This is an optimization exercise on Yosys and OpenROAD, whose aim is small area and a short achievable clock period, not a production implementation. RTL that was checked went through simulation tests only; none was proved equivalent to the original.

==> flow/design.v <==
`timescale 1ns / 1ps
module lab4_2( 
              input wire      mode,
              input wire[2:0] opCode,
              input wire[3:0] value,
              input clk,
              input reset,
              output reg[9:0] result,
              output reg cacheFull,
              output reg invalidOp,
              output reg overflow);
    reg [5:0]   mem[0:31];
    reg [31:14] memx;
    reg [9:0]  p1;      
    reg [11:0] p1x3;    
    reg [5:0]  cnt;     
    reg [3:0]  start;   
    reg [4:0]  nxt;     
    reg        last;    
    reg [6:0]  cur;     
    reg [3:0]  tgt;     
    wire [2:0] cop = cur[6:4];
    wire [3:0] cv  = cur[3:0];
    wire full  = cnt[5];
    wire empty = (cnt == 6'd0);
    wire valid = (opCode[1:0] != 2'b11);
    wire store = !mode && !full && valid;
    wire exec  = mode && !empty;
    wire jump  = cop[2] & cop[1];
    function isjump;
        input [6:0] e;
        isjump = e[6] & e[5];
    endfunction
    wire [11:0] sum = result + cv + (cop[0] ? p1 : 10'd0);
    function [9:0] row;
        input [1:0] d;
        input [9:0] b;
        input [9:0] b3;
        case (d)
            2'd0: row = 10'd0;
            2'd1: row = b;
            2'd2: row = {b[8:0], 1'b0};
            default: row = b3;
        endcase
    endfunction
    wire [9:0] r0 = row(result[1:0], p1, p1x3[9:0]);
    wire [9:0] r1 = row(result[3:2], p1, p1x3[9:0]);
    wire [9:0] r2 = row(result[5:4], p1, p1x3[9:0]);
    wire [9:0] r3 = row(result[7:6], p1, p1x3[9:0]);
    wire [9:0] r4 = row(result[9:8], p1, p1x3[9:0]);
    function [1:0] fa;
        input a, b, c;
        fa = {(a & b) | (a & c) | (b & c), a ^ b ^ c};
    endfunction
    function [1:0] ha;
        input a, b;
        ha = {a & b, a ^ b};
    endfunction
    wire t1, t2, t3, t4, t5, t6, t7, t8, t9, t10, t11, t12, t13, t14, t15, t16, t17, t18, t19, t20, t21, t22, t23, t24, t25, t26, t27, t28;
    assign {t2, t1} = ha(r0[8], r1[6]);
    assign {t4, t3} = fa(r0[9], r1[7], r2[5]);
    assign {t6, t5} = ha(r0[6], r1[4]);
    assign {t8, t7} = fa(r0[7], r1[5], r2[3]);
    assign {t10, t9} = fa(t1, r2[4], r3[2]);
    assign {t12, t11} = fa(t3, r3[3], r4[1]);
    assign {t14, t13} = ha(cv[2], r0[2]);
    assign {t16, t15} = fa(cv[3], r0[3], r1[1]);
    assign {t18, t17} = fa(r0[4], r1[2], r2[0]);
    assign {t20, t19} = fa(r0[5], r1[3], r2[1]);
    assign {t22, t21} = fa(t5, r2[2], r3[0]);
    assign {t24, t23} = fa(t7, r3[1], t6);
    assign {t26, t25} = fa(t9, r4[0], t8);
    assign {t28, t27} = fa(t11, t2, t10);
    wire [9:0] mx = {t27, t25, t23, t21, t19, t17, t15, t13, cv[1], cv[0]};
    wire [9:0] my = {t26, t24, t22, t20, t18, t16, t14, r1[0], r0[1], r0[0]};
    wire mcout = t4 | t12 | t28;
    wire [10:0] plo = mx + my;
    function rowhi;
        input [1:0]  d;
        input        ge1;    
        input        ge2;    
        input        ge3;    
        case (d)
            2'd0: rowhi = 1'b0;
            2'd1: rowhi = ge1;
            2'd2: rowhi = ge2;
            default: rowhi = ge3;
        endcase
    endfunction
    wire mhi = rowhi(result[1:0], 1'b0,        p1[9],       |p1x3[11:10])
             | rowhi(result[3:2], |p1[9:8],    |p1[9:7],    |p1x3[11:8])
             | rowhi(result[5:4], |p1[9:6],    |p1[9:5],    |p1x3[11:6])
             | rowhi(result[7:6], |p1[9:4],    |p1[9:3],    |p1x3[11:4])
             | rowhi(result[9:8], |p1[9:2],    |p1[9:1],    |p1x3[11:2]);
    wire [3:0] pop = result[0] + result[1] + result[2] + result[3] + result[4]
                   + result[5] + result[6] + result[7] + result[8] + result[9];
    wire [9:0] rev = {result[0], result[1], result[2], result[3], result[4],
                      result[5], result[6], result[7], result[8], result[9]};
    reg [9:0] nres;
    always @* begin
        case (cop[2:1])
            2'b00:   nres = sum[9:0];
            2'b01:   nres = plo[9:0];
            default: nres = cop[0] ? rev : {6'd0, pop};
        endcase
    end
    wire ovf_set = exec && !jump;                  
    wire ovf_mul = ovf_set && cop[2:1] == 2'b01;
    wire ovf_rest = ovf_set ? ((cop[2:1] == 2'b00 && sum[11:10] != 2'd0) ||
                               (cop[2:1] == 2'b01 && (mcout || mhi)))
                            : overflow;
    wire novf = ovf_rest | (ovf_mul & plo[10]);
    wire [5:0] tgt1  = tgt + 6'd1;
    wire [5:0] nxt1  = nxt + 6'd1;
    wire [4:0] nidx1 = last ? tgt1[4:0] : nxt1[4:0];
    wire       nlast = last ? (tgt1 == cnt) : (nxt1 == cnt);
    reg [5:0] rd;                                        
    reg       rxs;                                       
    integer k;
    always @* begin
        rd  = 6'd0;
        rxs = 1'b0;
        for (k = 0; k < 32; k = k + 1)
            rd = rd | (mem[k] & {6{last ? (tgt == k) : (nxt == k)}});
        for (k = 14; k < 32; k = k + 1)
            rxs = rxs | (memx[k] & (last ? (tgt == k) : (nxt == k)));
    end
    wire       below14 = last ? (tgt < 4'd14) : (nxt < 5'd14);
    wire       rx      = below14 ? (rd[5:1] == 5'b11111) : rxs;
    wire [6:0] rdat = rx ? {2'b10, rd[0], rd[3:0]}
                         : {rd[5] & rd[4], rd[5:4] == 2'b11 ? 2'b10 : rd[5:4], rd[3:0]};
    wire       wx    = opCode[2] & ~opCode[1];
    wire [6:0] wcode = {wx, opCode[2] ? 2'b11 : opCode[1:0],
                        wx ? {3'b111, opCode[0]} : value};
    wire [6:0] wc = {opCode, value};
    wire [3:0] tw = isjump(wc)   ? value      : start;    
    wire [3:0] te = isjump(rdat) ? rdat[3:0]  : tgt;      
    always @(posedge clk) begin
        if (store)
            mem[cnt[4:0]] <= wcode[5:0];
        for (k = 14; k < 32; k = k + 1)
            if (store && cnt[4:0] == k)
                memx[k] <= wcode[6];
        if (empty) begin
            cur <= wc;
            tgt <= tw;
        end else if (mode) begin
            cur <= rdat;
            tgt <= te;
        end
    end
    always @(posedge clk or posedge reset) begin
        if (reset) begin
            result    <= 10'd0;
            p1        <= 10'd0;
            p1x3      <= 12'd0;
            overflow  <= 1'b0;
            cacheFull <= 1'b0;
            invalidOp <= 1'b0;
            cnt       <= 6'd0;
            start     <= 4'd0;
            nxt       <= 5'd1;
            last      <= 1'b0;
        end else begin
            if (!mode) begin
                if (full)
                    cacheFull <= 1'b1;
                else begin
                    invalidOp <= !valid;
                    if (valid) begin
                        cnt  <= cnt + 6'd1;
                        last <= empty;
                    end
                end
            end
            overflow <= novf;
            if (mode && !empty) begin
                nxt   <= nidx1;
                last  <= nlast;
                start <= tgt;
                if (!jump) begin
                    result   <= nres;
                    p1       <= result;
                    p1x3     <= {2'd0, result} + {1'b0, result, 1'b0};
                end
            end
        end
    end
endmodule
export LEC_CHECK = 0
export CAP_MARGIN = 20
export CORE_MARGIN = 2
export CORE_UTILIZATION = 40
export CTS_BUF_LIST = sky130_fd_sc_hd__clkbuf_8
export CTS_CLUSTER_DIAMETER = 100
export CTS_CLUSTER_SIZE = 12
export SETUP_SLACK_MARGIN = 4.4
export SLEW_MARGIN = 20
create_clock -name core_clock -period 8.0 [get_ports {clk}]
standard.sh (not shown) runs the stock make flow with config.mk's settings and CLKGATE_MAP_FILE= SYNTH_SCRIPT=/design/flow/synth_recipe.tcl, a recipe that flattens the netlist after the stock synthesis.
==> flow/flow/run.sh <==
#!/bin/bash
# The standard layout (the standard.sh, unchanged synthesis), except that
# the port buffers are sky130_fd_sc_hd__buf_2 cells rather than the delay
# buffer that buffer_ports picks by default. Full tool output goes to
# standard.log here; ORFS's own per-step logs stay under orfs/logs.
set -euo pipefail
export BUFFER_PORTS_ARGS="-buffer_cell sky130_fd_sc_hd__buf_2"
bash standard.sh > standard.log 2>&1
Next try:
--- a/flow/config.mk
+++ b/flow/config.mk
@@ -14 +14 @@
-export SETUP_SLACK_MARGIN = 4.4
+export SETUP_SLACK_MARGIN = 4.1
What happened: Final area falls by 2.0%; clock-buffer cell count is unchanged; die area stays the same; synthesized area does not change.
No run of this note included a check of the RTL's function; only the layout flow was run.

========
exp/amber:
lab4_2, a different RTL version from the one above (not shown whole).
Size: about 1200 cells after synthesis, ~290 flip-flops, roughly 23 I/O pins, roughly 15000 sq um of cells after synthesis.
clock: 8.0 ns
lec_check: 0
cap_margin: 20
core_margin: 2
core_utilization: 40
cts_cluster_diameter: 150
cts_cluster_size: 20
setup_slack_margin: 4.1
slew_margin: 20
run.sh (not shown) runs the stock make flow with config.mk's settings and CLKGATE_MAP_FILE= SYNTH_SCRIPT=/design/flow/synth_recipe.tcl, a recipe that flattens the netlist after the stock synthesis.
Stock flow here: none of the scripts above is used.
> inputs changed (exp/amber -> exp/onyx)
Settings: a change of SETUP_SLACK_MARGIN from 4.1 to 4.7.
==> summary.txt <==
Changes observed in exp/onyx relative to exp/amber: post-cts sizing count now sits higher, wire length of the first global-routing pass higher, sequential cell area share has decreased, core occupancy in the finished layout went up 3.2 points. exp/onyx reports a higher worst slack after detailed placement than exp/amber does. Status: global-route usage parity (exp/onyx, exp/amber). Delta (exp/onyx minus exp/amber): wire length per cell after detailed routing went up; wire length went up by 1500 um.
[inputs] exp/juniper vs exp/onyx
Settings: swapping 4.7 for 4.4 in SETUP_SLACK_MARGIN.
--- outcome ---
exp/juniper vs exp/onyx — mean routed wirelength per cell dropped slightly
exp/juniper against exp/onyx: synthesis-to-layout area growth shows a reduction of 6.3 points, portion of the layout cell area used by non-clock buffers shows a reduction of 1.9 points.
In terms of clock latency of the later-clocked register in the worst-skew pair, exp/onyx and exp/juniper differ only marginally.
Sort exp/onyx and exp/juniper by final setup slack of the worst path, descending, and exp/onyx comes first.
Global-route usage is higher on exp/onyx
Every stage of the flow completed for exp/juniper, and the final layout passed the timing, design-rule and antenna checks.
diff inputs: exp/juniper => exp/tundra
Settings: a change of SETUP_SLACK_MARGIN from 4.4 to 4.1; a change of CTS_CLUSTER_SIZE from 20 to 14; an added CTS_BUF_LIST of sky130_fd_sc_hd__clkbuf_8; a change of CTS_CLUSTER_DIAMETER from 150 to 100.
Results
- Cmp exp/tundra vs exp/juniper: total inserted antenna cells lower in exp/tundra
- Summary of exp/tundra over exp/juniper: first-pass GRT wire length neither gained nor lost much, final-layout non-clock buffer area share lost 0.31 points, final worst setup slack lost 0.034 ns, buffers inserted during post-CTS setup optimization lost 26%.

## separate check: timing with driven ports
The flow's constraints put no driver on any port. The routed layouts listed below were extracted and timed again, unchanged, in two steps. Step 1 sets driving cells, clkbuf_16 on the clock port and buf_2 on the other inputs (assumed; they add their load-dependent delay and slew). Step 2 also shifts input and output timing later by t, the mid clock arrival at the registers, as if the neighbouring blocks saw the same clock. Three values: no drivers, after step 1, after step 2; two values: the first two.
run | t, ns | slack for setup (ns) | latest minus earliest clock arrival (ns) | worst data-port slew with drivers (ns)
the first run of note 1 | 0.631 | 4.012 / 4.012 / 3.864 | 0.030 / 0.030 | 0.03
the second run of note 1 | 0.649 | 4.051 / 4.051 / 3.842 | 0.052 / 0.053 | 0.03
exp/amber | 0.562 | 4.108 / 4.108 / 3.793 | 0.021 / 0.021 | 0.04
exp/onyx | 0.567 | 4.283 / 4.283 / 3.788 | 0.053 / 0.053 | 0.06
exp/juniper | 0.565 | 4.105 / 4.105 / 3.846 | 0.046 / 0.046 | 0.08
exp/tundra | 0.630 | 4.071 / 4.071 / 3.790 | 0.051 / 0.050 | 0.04
After both steps setup and hold are still met in every run listed. For exp/onyx, which loses most, drivers alone change the setup slack by 0.000 ns; drivers and shift together by -0.495 ns.
